This is an optimization exercise on Yosys and OpenROAD, whose aim is small area and a short achievable clock period, not a production implementation.
The RTL was checked by simulation tests, not by an equivalence proof against the original design.
Power is estimated from default activity; no workload was simulated.

==> flow/run.sh <==
#!/bin/bash
# synth_recipe.tcl (not shown) runs the flow's synth.tcl, then flattens the netlist and writes it again
# the make line also repeats each setting of config.mk as NAME=value (left out here)
make -C /OpenROAD-flow-scripts/flow DESIGN_CONFIG=/design/flow/config.mk WORK_HOME=/design/flow/orfs CLKGATE_MAP_FILE= SYNTH_SCRIPT=/design/flow/synth_recipe.tcl finish
==> flow/config.mk <==
export PLATFORM = sky130hd
export DESIGN_NAME = single_cycle_processor
export DESIGN_NICKNAME = single_cycle_processor
export VERILOG_FILES = /design/flow/design.v
export SDC_FILE = /design/flow/constraint.sdc
export NUM_CORES = 4
export LEC_CHECK = 0
export CAP_MARGIN = 20
export CORE_MARGIN = 2
export CORE_UTILIZATION = 40
export SETUP_SLACK_MARGIN = 4
export SLEW_MARGIN = 20
export SYNTH_HIERARCHICAL = 1
export SYNTH_MINIMUM_KEEP_SIZE = 0
==> flow/constraint.sdc <==
create_clock -name core_clock -period 12.0 [get_ports {clk}]
set_input_delay 2.4000 -clock core_clock [delete_from_list [all_inputs] [get_ports {clk}]]
set_output_delay 2.4000 -clock core_clock [all_outputs]
set_load 0.01 [all_outputs]
==> flow/design.v <==
module single_cycle_processor(clk,reset,imem_addr,imem_data,dmem_addr,dmem_wdata,dmem_we,dmem_rdata);
	input clk;
	input reset;
	output [31:0] imem_addr;
	input [31:0] imem_data;
	output [31:0] dmem_addr;
	output [31:0] dmem_wdata;
	output dmem_we;
	input [31:0] dmem_rdata;
	wire [31:0] ins = imem_data;
	wire [3:0] cond = ins[31:28];
	wire [1:0] op = ins[27:26];
	wire [5:0] funct = ins[25:20];
	wire [3:0] rn = ins[19:16];
	wire [3:0] rd = ins[15:12];
	wire [3:0] rm = ins[3:0];
	reg [31:0] pc;
	reg [31:0] r15;
	wire [511:0] rq;    
	wire cond0 = (cond == 4'b0000);
	wire is_dp = (op == 2'b00);
	wire is_mem = (op == 2'b01);
	wire f_sub = (funct == 6'b000100) | (funct == 6'b010101);
	wire f_and = (funct == 6'b000000);
	wire f_orr = (funct == 6'b011000);
	wire f_lsr = (funct == 6'b111110);
	wire f_lsl = (funct == 6'b111100);
	wire f_cmp = (funct == 6'b010101);
	wire big = ins[11] | ins[7] | ins[6] | ins[5];    
	wire nrst = ~reset;
	wire s_mem = nrst & is_mem;
	wire s_g   = nrst & is_dp & (f_and | f_orr);
	wire s_orr = nrst & is_dp & f_orr;
	wire s_sh  = nrst & is_dp & (f_lsr | f_lsl) & ~big;
	wire s_sum = nrst & ~is_mem & ~(is_dp & (f_and | f_orr | f_lsr | f_lsl));
	wire sub = is_dp & f_sub;
	wire reg_we = cond0 & ((is_dp & ~f_cmp) | (is_mem & (funct == 6'b011001)));
	assign dmem_we = cond0 & is_mem & (funct == 6'b011000);
	wire [3:0] a2 = is_mem ? rd : rm;
	wire [15:0] oha = 16'd1 << rn;
	wire [15:0] ohb = 16'd1 << a2;
	wire [31:0] ra, rb;
	rd_port u_rda(.oh(oha), .rq(rq), .out(ra));
	rd_port u_rdb(.oh(ohb), .rq(rq), .out(rb));
	addr_add u_aadd(.a(ra), .b({ins[11], ins[11:0]}), .s(dmem_addr));
	assign dmem_wdata = rb;
	assign imem_addr = pc;
	wire [31:0] sum, g, p;
	alu_add u_alu(.a(ra), .b(rb), .sub(sub), .s(sum), .g(g), .p(p));
	wire left = ~funct[1];
	wire [31:0] sh_n;
	shifter u_sh(.a(ra), .amt(ins[4:0]), .left(left), .y_n(sh_n));
	wire [31:0] result;
	result_mux u_res(.s_mem(s_mem), .s_g(s_g), .s_orr(s_orr), .s_sh_n(~s_sh), .s_sum(s_sum),
		.rdata(dmem_rdata), .g(g), .p(p), .sh_n(sh_n), .sum(sum), .y(result));
	wire [31:0] t;    
	assign t[0] = 1'b0;
	assign t[1] = 1'b1;
	genvar i;
	generate for (i = 2; i < 32; i = i + 1) begin : g_inc
		g_and2 u(.a(t[i-1]), .b(pc[i-1]), .y(t[i]));
	end endgenerate
	wire [31:0] pc2 = {pc[31:1] ^ t[31:1], pc[0]};
	wire s_inc1 = cond0 & nrst & pc[0];     
	wire s_inc0 = cond0 & nrst & ~pc[0];    
	wire s_jmp = ~cond0;                    
	wire [31:0] pc_next;
	assign pc_next[0] = s_inc0 | (s_jmp & result[0]);
	generate for (i = 1; i < 32; i = i + 1) begin : g_pcn
		wire n;
		g_a222oi u(.a1(s_inc1), .a2(pc2[i]), .b1(s_inc0), .b2(pc[i]), .c1(s_jmp), .c2(result[i]), .y(n));
		g_inv v(.a(n), .y(pc_next[i]));
	end endgenerate
	always @(posedge clk) begin
		pc <= pc_next;
		r15 <= pc2 & {32{nrst}};
	end
	assign rq[511:480] = r15;
	generate for (i = 0; i < 15; i = i + 1) begin : g_rf
		reg [31:0] q;
		wire en = reset | (reg_we & (rd == i));
		always @(posedge clk)
			if (en) q <= result;
		assign rq[32*i+31:32*i] = q;
	end endgenerate
endmodule
module rd_port(oh, rq, out);
	input [15:0] oh;
	input [511:0] rq;
	output [31:0] out;
	genvar i, k;
	generate for (i = 0; i < 32; i = i + 1) begin : b
		wire [15:0] r;
		for (k = 0; k < 16; k = k + 1) begin : w
			assign r[k] = rq[32*k + i];
		end
		rd_bit u(.oh(oh), .r(r), .y(out[i]));
	end endgenerate
endmodule
module rd_bit(oh, r, y);
	input [15:0] oh, r;
	output y;
	wire [5:0] n;
	wire x0, x1;
	genvar k;
	generate for (k = 0; k < 5; k = k + 1) begin : g
		g_a222oi u(.a1(oh[3*k]), .a2(r[3*k]), .b1(oh[3*k+1]), .b2(r[3*k+1]), .c1(oh[3*k+2]), .c2(r[3*k+2]), .y(n[k]));
	end endgenerate
	g_nand2 u15(.a(oh[15]), .b(r[15]), .y(n[5]));
	g_nand3 ux0(.a(n[0]), .b(n[1]), .c(n[2]), .y(x0));
	g_nand3 ux1(.a(n[3]), .b(n[4]), .c(n[5]), .y(x1));
	g_or2 uo(.a(x0), .b(x1), .y(y));
endmodule
module result_mux(s_mem, s_g, s_orr, s_sh_n, s_sum, rdata, g, p, sh_n, sum, y);
	input s_mem, s_g, s_orr, s_sh_n, s_sum;
	input [31:0] rdata, g, p, sh_n, sum;
	output [31:0] y;
	genvar i;
	generate for (i = 0; i < 32; i = i + 1) begin : b
		wire n1, n2, tsh;
		g_a222oi u1(.a1(s_mem), .a2(rdata[i]), .b1(s_g), .b2(g[i]), .c1(s_orr), .c2(p[i]), .y(n1));
		g_nor2 u2(.a(s_sh_n), .b(sh_n[i]), .y(tsh));
		g_a21oi u3(.a1(s_sum), .a2(sum[i]), .b1(tsh), .y(n2));
		g_nand2 u4(.a(n1), .b(n2), .y(y[i]));
	end endgenerate
endmodule
module shifter(a, amt, left, y_n);
	input [31:0] a;
	input [4:0] amt;
	input left;
	output [31:0] y_n;
	wire [31:0] x [0:5];
	assign x[0] = a;
	genvar k, i;
	generate for (k = 0; k < 5; k = k + 1) begin : st
		localparam S = 1 << k;
		wire sl = amt[k] & left;     
		wire sr = amt[k] & ~left;    
		wire sp = ~amt[k];           
		for (i = 0; i < 32; i = i + 1) begin : b
			if (k % 2 == 0) begin : tru
				if (i - S >= 0 && i + S < 32)
					g_a222oi u(.a1(sp), .a2(x[k][i]), .b1(sl), .b2(x[k][i-S]), .c1(sr), .c2(x[k][i+S]), .y(x[k+1][i]));
				else if (i - S >= 0)
					g_a22oi u(.a1(sp), .a2(x[k][i]), .b1(sl), .b2(x[k][i-S]), .y(x[k+1][i]));
				else
					g_a22oi u(.a1(sp), .a2(x[k][i]), .b1(sr), .b2(x[k][i+S]), .y(x[k+1][i]));
			end else begin : inv
				if (i - S >= 0 && i + S < 32)
					g_a222oi u(.a1(sp), .a2(x[k][i]), .b1(sl), .b2(x[k][i-S]), .c1(sr), .c2(x[k][i+S]), .y(x[k+1][i]));
				else if (i - S >= 0)
					g_a221oi u(.a1(sp), .a2(x[k][i]), .b1(sl), .b2(x[k][i-S]), .c1(sr), .y(x[k+1][i]));
				else
					g_a221oi u(.a1(sp), .a2(x[k][i]), .b1(sr), .b2(x[k][i+S]), .c1(sl), .y(x[k+1][i]));
			end
		end
	end endgenerate
	assign y_n = x[5];
endmodule
module addr_add(a, b, s);
	input [31:0] a;
	input [12:0] b;
	output [31:0] s;
	assign s = a + {19'b0, b};
endmodule
module alu_add(a, b, sub, s, g, p);
	input [31:0] a, b;
	input sub;
	output [31:0] s;
	output reg [31:0] g, p;
	reg [31:0] gg, pp;
	reg [32:0] c;
	integer i, d;
	always @(*) begin
		g = a & (b ^ {32{sub}});
		p = a ^ (b ^ {32{sub}});
		gg = g;
		pp = p;
		gg[0] = g[0] | (p[0] & sub);
		for (d = 1; d < 32; d = d * 2)
			for (i = 2 * d - 1; i < 32; i = i + 2 * d) begin
				gg[i] = gg[i] | (pp[i] & gg[i - d]);
				pp[i] = pp[i] & pp[i - d];
			end
		for (d = 16; d >= 1; d = d / 2)
			for (i = 3 * d - 1; i < 32; i = i + 2 * d) begin
				gg[i] = gg[i] | (pp[i] & gg[i - d]);
				pp[i] = pp[i] & pp[i - d];
			end
		c[0] = sub;
		for (i = 0; i < 32; i = i + 1)
			c[i + 1] = gg[i];
	end
	assign s = p ^ c[31:0];
endmodule
module g_a222oi(input a1, a2, b1, b2, c1, c2, output y);
	assign y = ~((a1 & a2) | (b1 & b2) | (c1 & c2));
endmodule
module g_a221oi(input a1, a2, b1, b2, c1, output y);
	assign y = ~((a1 & a2) | (b1 & b2) | c1);
endmodule
module g_a22oi(input a1, a2, b1, b2, output y);
	assign y = ~((a1 & a2) | (b1 & b2));
endmodule
module g_a21oi(input a1, a2, b1, output y);
	assign y = ~((a1 & a2) | b1);
endmodule
module g_nand2(input a, b, output y);
	assign y = ~(a & b);
endmodule
module g_nand3(input a, b, c, output y);
	assign y = ~(a & b & c);
endmodule
module g_nor2(input a, b, output y);
	assign y = ~(a | b);
endmodule
module g_or2(input a, b, output y);
	assign y = a | b;
endmodule
module g_and2(input a, b, output y);
	assign y = a & b;
endmodule
module g_inv(input a, output y);
	assign y = ~a;
endmodule
==> run summary <==
==> critical path, stage by stage <==
cell,delay [ns]
buf_12,0.11
nand2b_4,0.18
nor3_4,0.08
buf_12,0.16
a222oi_1,0.44
nand3_1,0.24
or2_4,0.33
ha_4,0.29
nand4b_1,0.23
a21boi_4,0.34
a311o_2,0.35
buf_6,0.18
nand4_4,0.11
xnor2_2,0.19
buf_2,0.15
==> per-stage QoR <==
step	total power (W)	hold WS, ns
6_report	0.00760	0.502
5_1_grt	0.00789	0.539
4_1_cts	0.00748	0.494
3_5_place_dp	0.00557	0.475
3_3_place_gp	0.00548	0.467
2_1_floorplan	0.00458	0.458
==> final cells by class <==
cell class                 instances  area [um^2]  share of cell area, %
sequential                       544        15700                   45.9
timing repair buffer             308         3010                   8.81
clock inverter                    25          294                  0.860
tap                              882         1100                   3.23
clock buffer                      81         1630                   4.76
multi-input combinational       1384        12200                   35.7
inverter                          67          251                  0.736
antenna                            3         7.51                 0.0220
==> per-module statistics from Yosys, one instance, submodules excluded, excerpt <==
module	cell area [um^2]	flops+latches
g_or2	6.26	0
g_nor2	3.75	0
alu_add	1710	0
single_cycle_processor	16900	544
g_nand2	3.75	0
g_a222oi	10.0	0
g_nand3	5.00	0
g_a21oi	8.76	0
g_inv	3.75	0
==> power groups by stage <==
| stage | Sequential, W | Clock, W | Combinational [W] |
|---|---|---|---|
| after floorplan | 0.00321 | 0 | 0.00136 |
| after global placement | 0.00328 | 0 | 0.00220 |
| after detailed placement | 0.00331 | 0 | 0.00226 |
| after CTS | 0.00327 | 0.00183 | 0.00238 |
| after global routing | 0.00335 | 0.00191 | 0.00264 |
| final | 0.00329 | 0.00182 | 0.00249 |
==> worst max path at each step <==
stage | depth (start not counted) | slack, ns | to | startpoint
3_3_place_gp | 15 | 2.11 | dmem_addr[27] | imem_data[18]
6_report | 15 | 3.79 | dmem_addr[25] | imem_data[17]
3_5_place_dp | 15 | 1.92 | dmem_addr[21] | imem_data[19]
4_1_cts | 17 | 3.92 | dmem_addr[31] | imem_data[17]
5_1_grt | 15 | 3.72 | dmem_addr[29] | imem_data[19]
2_1_floorplan | 13 | 4.02 | dmem_addr[31] | imem_data[18]
==> registers in the layout (all words and copies together) (netlist names) <==
name	flops
g_rf.q	480
pc	32
r15	32
==> placed cells by master, fill, tap and decap left out, types with 33 or more instances in the layout <==
| cell type | n |
|---|---|
| nand2_1 | 105 |
| a222oi_1 | 481 |
| and2_1 | 36 |
| nand3_1 | 133 |
| nor2_1 | 41 |
| or2_1 | 47 |
| clkbuf_16 | 57 |
| xor2_1 | 77 |
| dfxtp_1 | 64 |
| a22oi_2 | 42 |
| edfxtp_1 | 480 |
| clkdlybuf4s50_1 | 126 |
| buf_4 | 100 |
| inv_1 | 66 |
| ha_1 | 33 |
| nor2b_1 | 34 |
| a21oi_2 | 43 |
==> cell families after synthesis <==
kind of cell | after synthesis | share of synthesized area, %
fa+ha+maj | 62 | 3.29
mux | 1 | 0.0365
xor+xnor | 108 | 3.45
simple gates | 533 | 10.1
compound gates | 678 | 24.7
buf+inv | 84 | 1.25
flops | 544 | 57.2
other cells | 1 | 0.0137
==> metal layers <==
metal	vias up	GRT usage [%]	wire length [um]
li1	9769	-	-
met1	12000	40.5	41300
met2	2133	48.8	50900
met3	367	8.06	16300
met4	0	16.8	6920
met5	-	0	0
==> timing repair <==
action,in CTS,in global routing
gates resized for setup,246,70
cloned,4,0
pin swaps,72,53
buffers inserted,65,17
endpoints found under the setup margin,453,279
==> results by group <==
Status
  – Outcome: no timing/DRC/antenna violations

Floorplanning
  – Std-Cell Rows: 96
  – Die height: around 270 um
  – Die footprint: ~0.07 mm^2
  – I/O pins: around 160
  – Initial core utilization: a little over 40%
  – Placeable Area: 0.0682 mm^2
  – Die X: 266 um

Yosys
  – Ys flop type: edfxtp_1
  – Most frequent cell after synthesis: a222oi_1
  – Register area share after synthesis: a little under three fifths
  – Synthesized area per cell: 13.6 um^2
  – Post-synthesis cell area: between 0.02 and 0.03 mm^2
  – Ys Warns: 9
  – Post-Synthesis Cells: just over 2000
  – Seq cells post-synth: 544
  – Post-synth EDFFs: 480
  – Top-area cell type share of the netlist area: 52.5%
  – Area leader, netlist: edfxtp_1
  – Syn_nets: 2139
  – Most frequent cells after synthesis: a222oi_1 (481), edfxtp_1 (480), nand3_1 (137), nand2_1 (117), xor2_1 (79)
  – Share of synthesized flip-flops with an asynchronous set or reset: 0%
  – Synth area leaders: edfxtp_1 (53%), a222oi_1 (18%), dfxtp_1 (4.7%)
  – Yosys cell types: 70

Global routing
  – First-pass GRT wire length: 161000 um
  – All-Layer GR Usage: 31.4%
  – Antenna violations before repair: 3
  – Largest net degree at the start of global routing: between 40 and 50
  – Global route overflow: 0
  – Vias in the first global route: approximately 23000

CTS
  – TritonCTS clock tree: yes
  – Total CTS buffers: 56
  – CTS Root Cell: clkbuf_16
  – CTS sink count: ~540
  – Clk latency of the worst-skew pair: between 0.6 and 0.7 ns
  – H-tree depth: 2
  – Hold-fix buffers, CTS: 0
  – Max clock buf depth: 3
  – Worst-path clk slew: 0.06 ns

Cells and area
  – Finished Cell Area: around 0.034 mm^2
  – Final net count: 2489
  – Post-layout util: between 50 and 60%
  – Fin cells: between 3000 and 4000
  – Filler cells: around 5800
  – Layout cell share with drive strength beyond 1: ~22%
  – Area grow syn2layout: 24.6%

Detailed routing
  – Vias per inst: 7.38
  – Drt wl/cell: between 30 and 40 um
  – DRC: 0
  – Routed WL: about 120000 um
  – Antenna Nets Post-Route: 0
  – 1st-iter DRT viols: 5686
  – Via count: 24300
  – Drt first pass iters: 22

Place
  – GP Congestion: 0.942
  – Post-Place Worst Slack: 1.92 ns
  – Port Buffers: around 160
  – Hpwl dp: just under 70000 um
  – DP Area: roughly 0.03 mm^2
  – # placed instances: 3098

Worst hold path
  – Hold Path Class: flip-flop to flip-flop
  – WHS Endpoint: r15[1]
  – Hold Crit Start: pc[1]
  – Hold depth: 1

Setup path
  – Critical setup path kind: input port to output pin
  – Crit path DAT: around 5.8 ns
  – Worst reg-to-reg setup slack: a little over 5 ns
  – Crit end category: output pin
  – RR Endpoint: pc[31]
  – Req. time, crit path: approximately 9.6 ns
  – Worst r2r src: pc[1]
  – Startpoint Class: input port
  – R2R cell count: 33
  – Crit Path Max Fanout: 12

Timing
  – Fin. max-slew vios: 0
  – Setup-failing EPs final: 0
  – Setup TNS Final: 0 ns
  – Slew of the pin with the lowest slew margin: about 1.2 ns
  – Crit share post-route: between 60 and 70%
  – Highest Clock Rate: 122 MHz
  – Max-slew headroom: around 18%
  – Slack of the critical path: about 3.8 ns
  – Count of final hold-check violations: 0
  – Post-route minimum period: 8.21 ns
  – Worst Clk Skew: about 0.023 ns
  – RSZ-0062 raised after global routing: true

Power
  – Cell Int Power: roughly 0.005 W
  – Clock power frac: a little under a quarter
  – Peak supply drop: around 140 uV
  – Comb pwr share: between 30% and 40%
  – Reg power frac: a little over two fifths
  – Leak Pwr: 12.6 nW
  – Power Density: approximately 220 mW/mm^2
  – P_sw: approximately 0.0026 W
  – Sw frac: about a third

Flow run
  – Max_cap viols: 0

## afterwards: timing with drivers on the ports
Ports are ideal in the flow. The routed layout listed here was re-timed in OpenROAD. Step 1 assumes that a clkbuf_16 drives the clock port and a buf_2 every other input. Step 2, shift: input delay + t, output delay - t, t = (earliest + latest rising clock arrival at the registers) / 2. This alone moves slack from input paths to output paths. Three values: ideal ports, drivers, drivers and shift; two values: the first two.
t (ns): 0.669
slack for setup (ns): 3.791 / 3.706 / 3.476
worst setup path after step 2: input to register
clock arrival spread, ns: 0.023 / 0.023
cell pins on the clock port's net: 1
After both steps setup and hold are still met in this run. For this run, drivers alone change the setup slack by -0.085 ns; drivers and shift together by -0.315 ns.
